What follows belongs to an exercise in optimizing a design on an open flow for small area; a production flow would make more cautious choices.
Function was checked by simulation only, so behaviour that the tests miss may differ from the original.
Power is estimated from default activity; no workload was simulated.

==> v2: inputs <==
// system_bus
module system_bus
	#(parameter DATA_WIDTH = 8,
	parameter ADDR_WIDTH = 14,
	parameter NO_OF_MASTER = 4,
	parameter NO_OF_SLAVE = 8,
	parameter [NO_OF_SLAVE*ADDR_WIDTH-1:0] SLAVE_BASE_ADDR = {14'd10, 14'd20, 14'd30, 14'd40, 14'd50, 14'd60, 14'd70, 14'd80},
	parameter [NO_OF_SLAVE*ADDR_WIDTH-1:0] SLAVE_END_ADDR = {14'd19, 14'd29, 14'd39, 14'd49, 14'd59, 14'd69, 14'd79, 14'd89}
	)
	(
	input clk,
	input reset_n,
	input [ADDR_WIDTH*NO_OF_MASTER-1:0]  addr_avm,
	output [DATA_WIDTH*NO_OF_MASTER-1:0]  readdata_avm,
	input [DATA_WIDTH*NO_OF_MASTER-1:0]  writedata_avm,
	input [NO_OF_MASTER-1:0]  readen_avm,
	input [NO_OF_MASTER-1:0]  writeen_avm,
	output [NO_OF_MASTER-1:0]  readvalid_avm,
	output [NO_OF_MASTER-1:0]  writevalid_avm,
	input [NO_OF_MASTER-1:0]  waitrequest_avm,
	input [4*NO_OF_MASTER-1:0] priority_no,
	output [ADDR_WIDTH*NO_OF_SLAVE-1:0]  addr_avs,
	input [DATA_WIDTH*NO_OF_SLAVE-1:0]  readdata_avs,
	output [DATA_WIDTH*NO_OF_SLAVE-1:0]  writedata_avs,
	output [NO_OF_SLAVE-1:0]  readen_avs,
	output [NO_OF_SLAVE-1:0]  writeen_avs,
	input [NO_OF_SLAVE-1:0]  readvalid_avs,
	input [NO_OF_SLAVE-1:0]  writevalid_avs,
	output reg [NO_OF_SLAVE-1:0]  waitrequest_avs
	);
==> flow/config.mk <==
export PLATFORM = sky130hd
export DESIGN_NAME = system_bus
export DESIGN_NICKNAME = system_bus
export VERILOG_FILES = /design/flow/design.v
export SDC_FILE = /design/flow/constraint.sdc
export NUM_CORES = 4
export LEC_CHECK = 0
export CAP_MARGIN = 20
export CORE_MARGIN = 2
export CORE_UTILIZATION = 40
export PLACE_DENSITY = 0.6
export SLEW_MARGIN = 20
==> flow/constraint.sdc <==
create_clock -name core_clock -period 7.0 [get_ports {clk}]
set_input_delay 1.4000 -clock core_clock [delete_from_list [all_inputs] [get_ports {clk}]]
set_output_delay 1.4000 -clock core_clock [all_outputs]
set_load 0.01 [all_outputs]
standard.sh (not shown) runs the stock make flow with config.mk's settings and CLKGATE_MAP_FILE= SYNTH_SCRIPT=/design/flow/synth_recipe.tcl, a recipe that flattens the netlist after the stock synthesis.
==> flow/flow/run.sh <==
#!/bin/bash
# Standard ORFS layout (standard.sh, unchanged synthesis), except:
#  - every port is buffered with buf_1 rather than the default buffer;
#  - the clock tree is built from clkbuf_4 without dummy loads.
set -euo pipefail
export BUFFER_PORTS_ARGS="-buffer_cell sky130_fd_sc_hd__buf_1"
export CTS_ARGS="-sink_clustering_enable -repair_clock_nets -dont_use_dummy_load -buf_list sky130_fd_sc_hd__clkbuf_4"
bash standard.sh > standard.log 2>&1
==> inputs of v28, as changes to v2 <==
==> flow/flow/run.sh (replaced) <==
#!/bin/bash
# Standard ORFS layout, with every port buffered by buf_1 and no dummy
# clock loads inserted by CTS.
set -euo pipefail
export BUFFER_PORTS_ARGS="-buffer_cell sky130_fd_sc_hd__buf_1"
export CTS_ARGS="-sink_clustering_enable -repair_clock_nets -dont_use_dummy_load"
bash standard.sh > standard.log 2>&1
==> inputs of v34, as changes to v2 <==
==> flow/flow/run.sh (replaced) <==
#!/bin/bash
# Standard ORFS layout, with every port buffered by buf_1, a clock tree of
# clkbuf_4 without dummy loads, and power recovery after global routing.
set -euo pipefail
export BUFFER_PORTS_ARGS="-buffer_cell sky130_fd_sc_hd__buf_1"
export CTS_ARGS="-sink_clustering_enable -repair_clock_nets -dont_use_dummy_load -buf_list sky130_fd_sc_hd__clkbuf_4"
export RECOVER_POWER=100
bash standard.sh > standard.log 2>&1
==> inputs of v38, as changes to v2 <==
==> flow/flow/run.sh (replaced) <==
#!/bin/bash
# Standard ORFS layout, with every port buffered by the smallest buffer
# (buf_1) instead of the default choice.
set -euo pipefail
export BUFFER_PORTS_ARGS="-buffer_cell sky130_fd_sc_hd__buf_1"
bash standard.sh > standard.log 2>&1
==> impl_metrics.py <==
metrics = {
    "outcome": {
        "status": "complete, but fails checks",
        "so.violations": "max-capacitance violations, max-slew violations",
    },
    "finish": {
        "multi_input_area_share_pct": 39.4,
        "sh_seq_area_pct": 45.5,
    },
    "run": {
        "cap_violations": 9,
    },
    "timing": {
        "finalMaxSlewViolations": 345,
    },
    "power": {
        "p_switching_uw": 2300,
    },
}
Source of the figures above: v34

==> impl_metrics.py <==
metrics = {
    "outcome": {
        "status": "no timing/DRC/antenna violations",
    },
    "run": {
        "cap_violations": 0,
    },
    "timing": {
        "rsz0062_at_grt": "false",
        "finalMaxSlewViolations": 0,
        "whs_ns": 0.371,
    },
    "synthesis": {
        "synth-simple-area-share_pct": 17.9,
        "synth.area.top_cells": "dfrtp_1, edfxtp_1, nand2_1",
        "synth_commonest_cells": "nand2_1, dfrtp_1, nor2_1, inv_1, mux2_2",
    },
    "route": {
        "m1WireLength_mm": 32.1,
    },
    "finish": {
        "multi_input_area_share_pct": 39.1,
        "register_area_um2": 12500,
        "sh_seq_area_pct": 44.8,
    },
    "setup_path": {
        "reg2reg_depth": 11,
    },
}
Source of the figures above: v28

==> impl_metrics.py <==
metrics = {
    "finish": {
        "nFillCells": 5799,
        "multi_input_area_share_pct": 39.5,
        "sh_seq_area_pct": 45.2,
        "non_clock_buffer_count": 456,
    },
    "outcome": {
        "status": "no timing/DRC/antenna violations",
    },
    "timing": {
        "finalMaxSlewViolations": 0,
    },
    "run": {
        "cap_violations": 0,
    },
}
Source of the figures above: v2

==> impl_metrics.py <==
metrics = {
    "outcome": {
        "status": "no timing/DRC/antenna violations",
    },
    "finish": {
        "sh_seq_area_pct": 44.0,
        "multi_input_area_share_pct": 38.4,
    },
    "setup_path": {
        "cp-startpoint": "addr_avm[45]",
        "r2r_slack_ns": 2.94,
    },
    "run": {
        "cap_violations": 0,
    },
    "clocking": {
        "insertion_delay_ns": 0.63,
    },
    "global_route": {
        "grt_use_met3_pct": 5.61,
        "gr-usage-met2_pct": 40.7,
        "grt_max_degree": 155,
    },
    "timing": {
        "setup_ws_ns": 2.01,
        "clock_skew_ns": 0.0461,
    },
    "synthesis": {
        "synth.distinct_cells": 100,
    },
}
Source of the figures above: v38


---

==> inputs of build 85 <==
system_bus, a different RTL version from the one above (not shown whole).
==> flow/config.mk <==
export PLATFORM = sky130hd
export DESIGN_NAME = system_bus
export DESIGN_NICKNAME = system_bus
export VERILOG_FILES = /design/flow/design.v
export SDC_FILE = /design/flow/constraint.sdc
export NUM_CORES = 4
export LEC_CHECK = 0
export CAP_MARGIN = 20
export CORE_MARGIN = 2
export CORE_UTILIZATION = 55
export PLACE_DENSITY = 0.7
export SLEW_MARGIN = 20
==> flow/constraint.sdc <==
create_clock -name core_clock -period 7.0 [get_ports {clk}]
set_input_delay 1.4000 -clock core_clock [delete_from_list [all_inputs] [get_ports {clk}]]
set_output_delay 1.4000 -clock core_clock [all_outputs]
set_load 0.01 [all_outputs]
==> flow/flow/run.sh <==
#!/bin/bash
# ORFS layout through the standard.sh, with three changes to how the
# layout is made:
#  - synthesis maps the logic with an area-oriented ABC script
#    (flow/abc_map.script) in place of ORFS's speed script; everything else
#    in synthesis, including flip-flop mapping, is ORFS's own;
#  - every port is buffered with buf_1 rather than the default buffer;
#  - the clock tree is built from clkbuf_2 (clkbuf_8 at the root) without
#    dummy loads.
set -euo pipefail
rm -rf scripts_local
cp -r "$FLOW_HOME/scripts" scripts_local
cp flow/abc_map.script scripts_local/abc_speed.script
export SCRIPTS_DIR="$PWD/scripts_local"
export BUFFER_PORTS_ARGS="-buffer_cell sky130_fd_sc_hd__buf_1"
export CTS_ARGS="-sink_clustering_enable -repair_clock_nets -dont_use_dummy_load -buf_list sky130_fd_sc_hd__clkbuf_4 -root_buf sky130_fd_sc_hd__clkbuf_8 -sink_clustering_size 12 -sink_clustering_max_diameter 35"
bash standard.sh > standard.log 2>&1
==> flow/flow/abc_map.script <==
&get -n
&st
&deepsyn -T 60
&dch -f
&nf -a -R 1000 -F 4 -A 4
&put
&get -n
&st
&deepsyn -T 60
&dch -f
&nf -a -R 1000 -F 4 -A 4
&put
==> trial 49: changes against build 85 <==
--- a/flow/design.v
+++ b/flow/design.v
@@ -68,19 +68,19 @@
 			assign mcs[i][7] = (a >= 14'd10) && (a <= 14'd19);
 			assign mcs_idx[i] = {mcs[i][4] | mcs[i][5] | mcs[i][6] | mcs[i][7],
 			                     mcs[i][2] | mcs[i][3] | mcs[i][6] | mcs[i][7],
 			                     mcs[i][1] | mcs[i][3] | mcs[i][5] | mcs[i][7]};
 		end
 	endgenerate
 	reg [3:0] ls12;                 
-	reg [7:0] used_slaves;          
+	reg [7:0] free_slaves;
 	wire [3:0] act1;
 	generate
 		for (i = 0; i < 4; i = i + 1) begin : ACT1
-			assign act1[i] = (readen_avm_reg[i] | writeen_avm_reg[i]) & ~ls12[i] & (|(mcs[i] & ~used_slaves));
+			assign act1[i] = (readen_avm_reg[i] | writeen_avm_reg[i]) & ~ls12[i] & (|(mcs[i] & free_slaves));
 		end
 	endgenerate
 	wire [15:0] pna = priority_no & {{4{act1[3]}}, {4{act1[2]}}, {4{act1[1]}}, {4{act1[0]}}};
 	wire [3:0] any1 = pna[3:0] | pna[7:4] | pna[11:8] | pna[15:12];
 	wire [3:0] lvl1 = {any1[3], ~any1[3] & any1[2], ~|any1[3:2] & any1[1], ~|any1[3:1] & any1[0]};
 	wire [3:0] top1, oh1;
 	assign top1[0] = |(pna[3:0] & lvl1);
@@ -135,24 +135,24 @@
 	wire        sel_wen = writeen_avm[msm];
 	wire        s2_last = (s2_cnt == {s2_w, ~s2_w, 3'b111});    
 	wire        s2_start = ~s2_busy & sdd_v;
 	always @(posedge clk or negedge reset_n)
 		if (~reset_n) begin
 			s2_busy <= 1'b0;
 			ls12 <= 4'b0;
-			used_slaves <= 8'h00;
+			free_slaves <= 8'hff;
 		end else begin
 			if (s2_start) begin
 				s2_busy <= 1'b1;
 				ls12 <= (ls12 ^ master_rel) | (4'b1 << msm);
-				used_slaves <= (used_slaves & ~slave_rel) | (8'b1 << sdd_i);
+				free_slaves <= (free_slaves | slave_rel) & ~(8'b1 << sdd_i);
 			end else begin
 				if (s2_busy && s2_last) s2_busy <= 1'b0;
 				ls12 <= ls12 ^ master_rel;
-				used_slaves <= used_slaves & ~slave_rel;
+				free_slaves <= free_slaves | slave_rel;
 			end
 		end
 	always @(posedge clk) begin
 		if (~s2_busy) begin
 			s2_cnt <= 5'd0;
 			s2_w <= sel_wen;
 			sr_m <= {sel_ren, sel_wen, sel_wd, sel_addr};
@@ -271,25 +271,26 @@
 	reg       sms_v;                
 	reg [2:0] sms_i;                
 	always @(posedge clk or negedge reset_n)
 		if (~reset_n) sms_v <= 1'b0;
 		else sms_v <= g3;
 	always @(posedge clk) sms_i <= gs3;
 	reg       s4_busy;
-	reg        s4_f0, s4_f1;        
-	reg [10:0] sr_s;
+	reg [3:0] s4_cnt;
+	reg       s4_rd;                
+	reg [9:0] sr_s;
 	reg [3:0] me;                   
 	reg [2:0] tem;                  
 	reg       rel_p;                
-	wire s2m = sr_s[10];
+	wire s2m = sr_s[9];
 	wire       sel_rv = readvalid_avs_reg[sms_i];
 	wire       sel_wv = writevalid_avs_reg[sms_i];
 	wire [7:0] sel_rd = readdata_avs_reg[sms_i];
 	wire [3:0] sel_me = mdm_v[sms_i] ? (4'b1 << mdm_m[sms_i]) : 4'b0;
-	wire       s4_last = (sr_s[8:0] == 9'd0);    
+	wire       s4_last = (s4_cnt == {s4_rd, 2'b00, 1'b1});    
 	always @(posedge clk or negedge reset_n)
 		if (~reset_n) begin
 			s4_busy <= 1'b0;
 			ls34 <= 8'b0;
 			rel_p <= 1'b0;
 		end else begin
 			rel_p <= s4_busy & s4_last;
@@ -302,19 +303,22 @@
 			end else begin
 				if (s4_last) s4_busy <= 1'b0;
 				ls34 <= ls34 ^ slave_rel;
 			end
 		end
 	always @(posedge clk) begin
 		if (~s4_busy) begin
-			sr_s <= sel_rv ? {1'b1, sel_wv, sel_rd, 1'b1} : {1'b0, sel_wv, 9'b100000000};
+			s4_cnt <= 4'd0;
+			s4_rd <= sel_rv;
+			sr_s <= {sel_rv, sel_wv, sel_rd};
 			me <= sel_me;
 			tem <= sms_i;
 		end else begin
-			sr_s <= {sr_s[9:0], 1'b0};
+			s4_cnt <= s4_cnt + 4'd1;
+			sr_s <= {sr_s[8:0], 1'b0};
 		end
 	end
 	wire [3:0] rel_m = mdm_v[tem] ? (4'b1 << mdm_m[tem]) : 4'b0;
 	always @(posedge clk or negedge reset_n)
 		if (~reset_n) begin
 			master_rel <= 4'b0;
 			srel_v <= 1'b0;
@@ -323,21 +327,17 @@
 			srel_v <= rel_p;
 		end
 	always @(posedge clk) srel_i <= tem;
 	reg [7:0] readdata_avm_reg [0:3];
 	reg [3:0] readvalid_avm_reg_out, writevalid_avm_reg_out;
 	assign readvalid_avm = readvalid_avm_reg_out;
 	assign writevalid_avm = writevalid_avm_reg_out;
-	always @(posedge clk) begin
-		s4_f0 <= ~s4_busy;
-		s4_f1 <= s4_busy & s4_f0;
-	end
-	wire s4_c1 = s4_f1;
-	wire s4_c2p = ~s4_f0 & ~s4_f1;
-	wire s4_c9 = s4_last & ~s4_f1;
+	wire s4_c1 = (s4_cnt == 4'd1);
+	wire s4_c2p = (s4_cnt >= 4'd2);
+	wire s4_c9 = (s4_cnt == 4'd9);
 	generate
 		for (i = 0; i < 4; i = i + 1) begin : MST
 			wire a = s4_busy & me[i];
 			wire hold = readen_avm[i] | writeen_avm[i] | waitrequest_avm[i];
 			always @(posedge clk or negedge reset_n)
 				if (~reset_n) begin
 					readdata_avm_reg[i] <= 8'b0;
--- a/flow/flow/run.sh
+++ b/flow/flow/run.sh
@@ -9,9 +9,9 @@
 #    dummy loads.
 set -euo pipefail
 rm -rf scripts_local
 cp -r "$FLOW_HOME/scripts" scripts_local
 cp flow/abc_map.script scripts_local/abc_speed.script
 export SCRIPTS_DIR="$PWD/scripts_local"
 export BUFFER_PORTS_ARGS="-buffer_cell sky130_fd_sc_hd__buf_1"
-export CTS_ARGS="-sink_clustering_enable -repair_clock_nets -dont_use_dummy_load -buf_list sky130_fd_sc_hd__clkbuf_4 -root_buf sky130_fd_sc_hd__clkbuf_8 -sink_clustering_size 12 -sink_clustering_max_diameter 35"
+export CTS_ARGS="-sink_clustering_enable -repair_clock_nets -dont_use_dummy_load -buf_list sky130_fd_sc_hd__clkbuf_2 -root_buf sky130_fd_sc_hd__clkbuf_8"
 bash standard.sh > standard.log 2>&1
==> flow/flow/abc_map.script (replaced) <==
&get -n
&st
&deepsyn -T 60
&dch -f
&nf -a -R 1000 -F 4 -A 4
&put
&get -n
&st
&syn2
&dch -f
&nf -a -R 1000 -F 4 -A 4
&put
CORE_UTILIZATION = 40   (was 55)
PLACE_DENSITY = 0.6   (was 0.7)
==> notes <==
Global-route usage: build 85 is higher than trial 49 (6.2 points). In build 85 the synthesized cell count is smaller than in trial 49, by 2.8%. Via count: build 85 is smaller than trial 49 (about 2.6%). Of build 85 and trial 49, build 85 has the higher sequential share of layout area (gap 1.3 points). Of build 85 and trial 49, build 85 has the higher worst hold slack (gap 0.026 ns). Against trial 49, the clock skew of build 85 is higher by 0.017 ns. Of build 85 and trial 49, build 85 has the higher total power (gap about 5%, measured against trial 49). Against build 85, the synthesized area of trial 49 is larger by 2.1%.

-- separate check: timing with driven ports --
In the flow no input, the clock included, has a driving cell. The finished layouts below were timed again as built, in two steps. Step 1: set_driving_cell puts a clkbuf_16 on clk and a buf_2 on each other input, an assumption about the parent block. Step 2, shift: input delay + t, output delay - t, t = (earliest + latest rising clock arrival at the registers) / 2. This alone moves slack from input paths to output paths. a / b / c = ideal / step 1 / step 2; a / b = the first two.
| run | t, ns | slack for setup (ns) | latest minus earliest clock arrival (ns) | pins driven straight from the clock port |
|---|---|---|---|---|
| v2 | 0.929 | 2.224 / 2.248 / 1.319 | 0.119 / 0.118 | 1 |
| v28 | 0.639 | 1.954 / 1.978 / 1.339 | 0.085 / 0.085 | 1 |
| v34 | 0.932 | 1.789 / 1.814 / 0.882 | 0.115 / 0.116 | 1 |
| v38 | 0.672 | 2.005 / 2.041 / 1.369 | 0.048 / 0.048 | 1 |
| build 85 | 0.646 | 0.529 / 0.529 / -0.117 | 0.104 / 0.104 | 1 |
| trial 49 | 0.784 | 0.752 / 0.758 / -0.027 | 0.097 / 0.097 | 1 |
Met with ideal ports but missed after step 2: setup timing in build 85 and trial 49. For v34, which loses most, drivers alone change the setup slack by +0.025 ns; drivers and shift together by -0.907 ns.
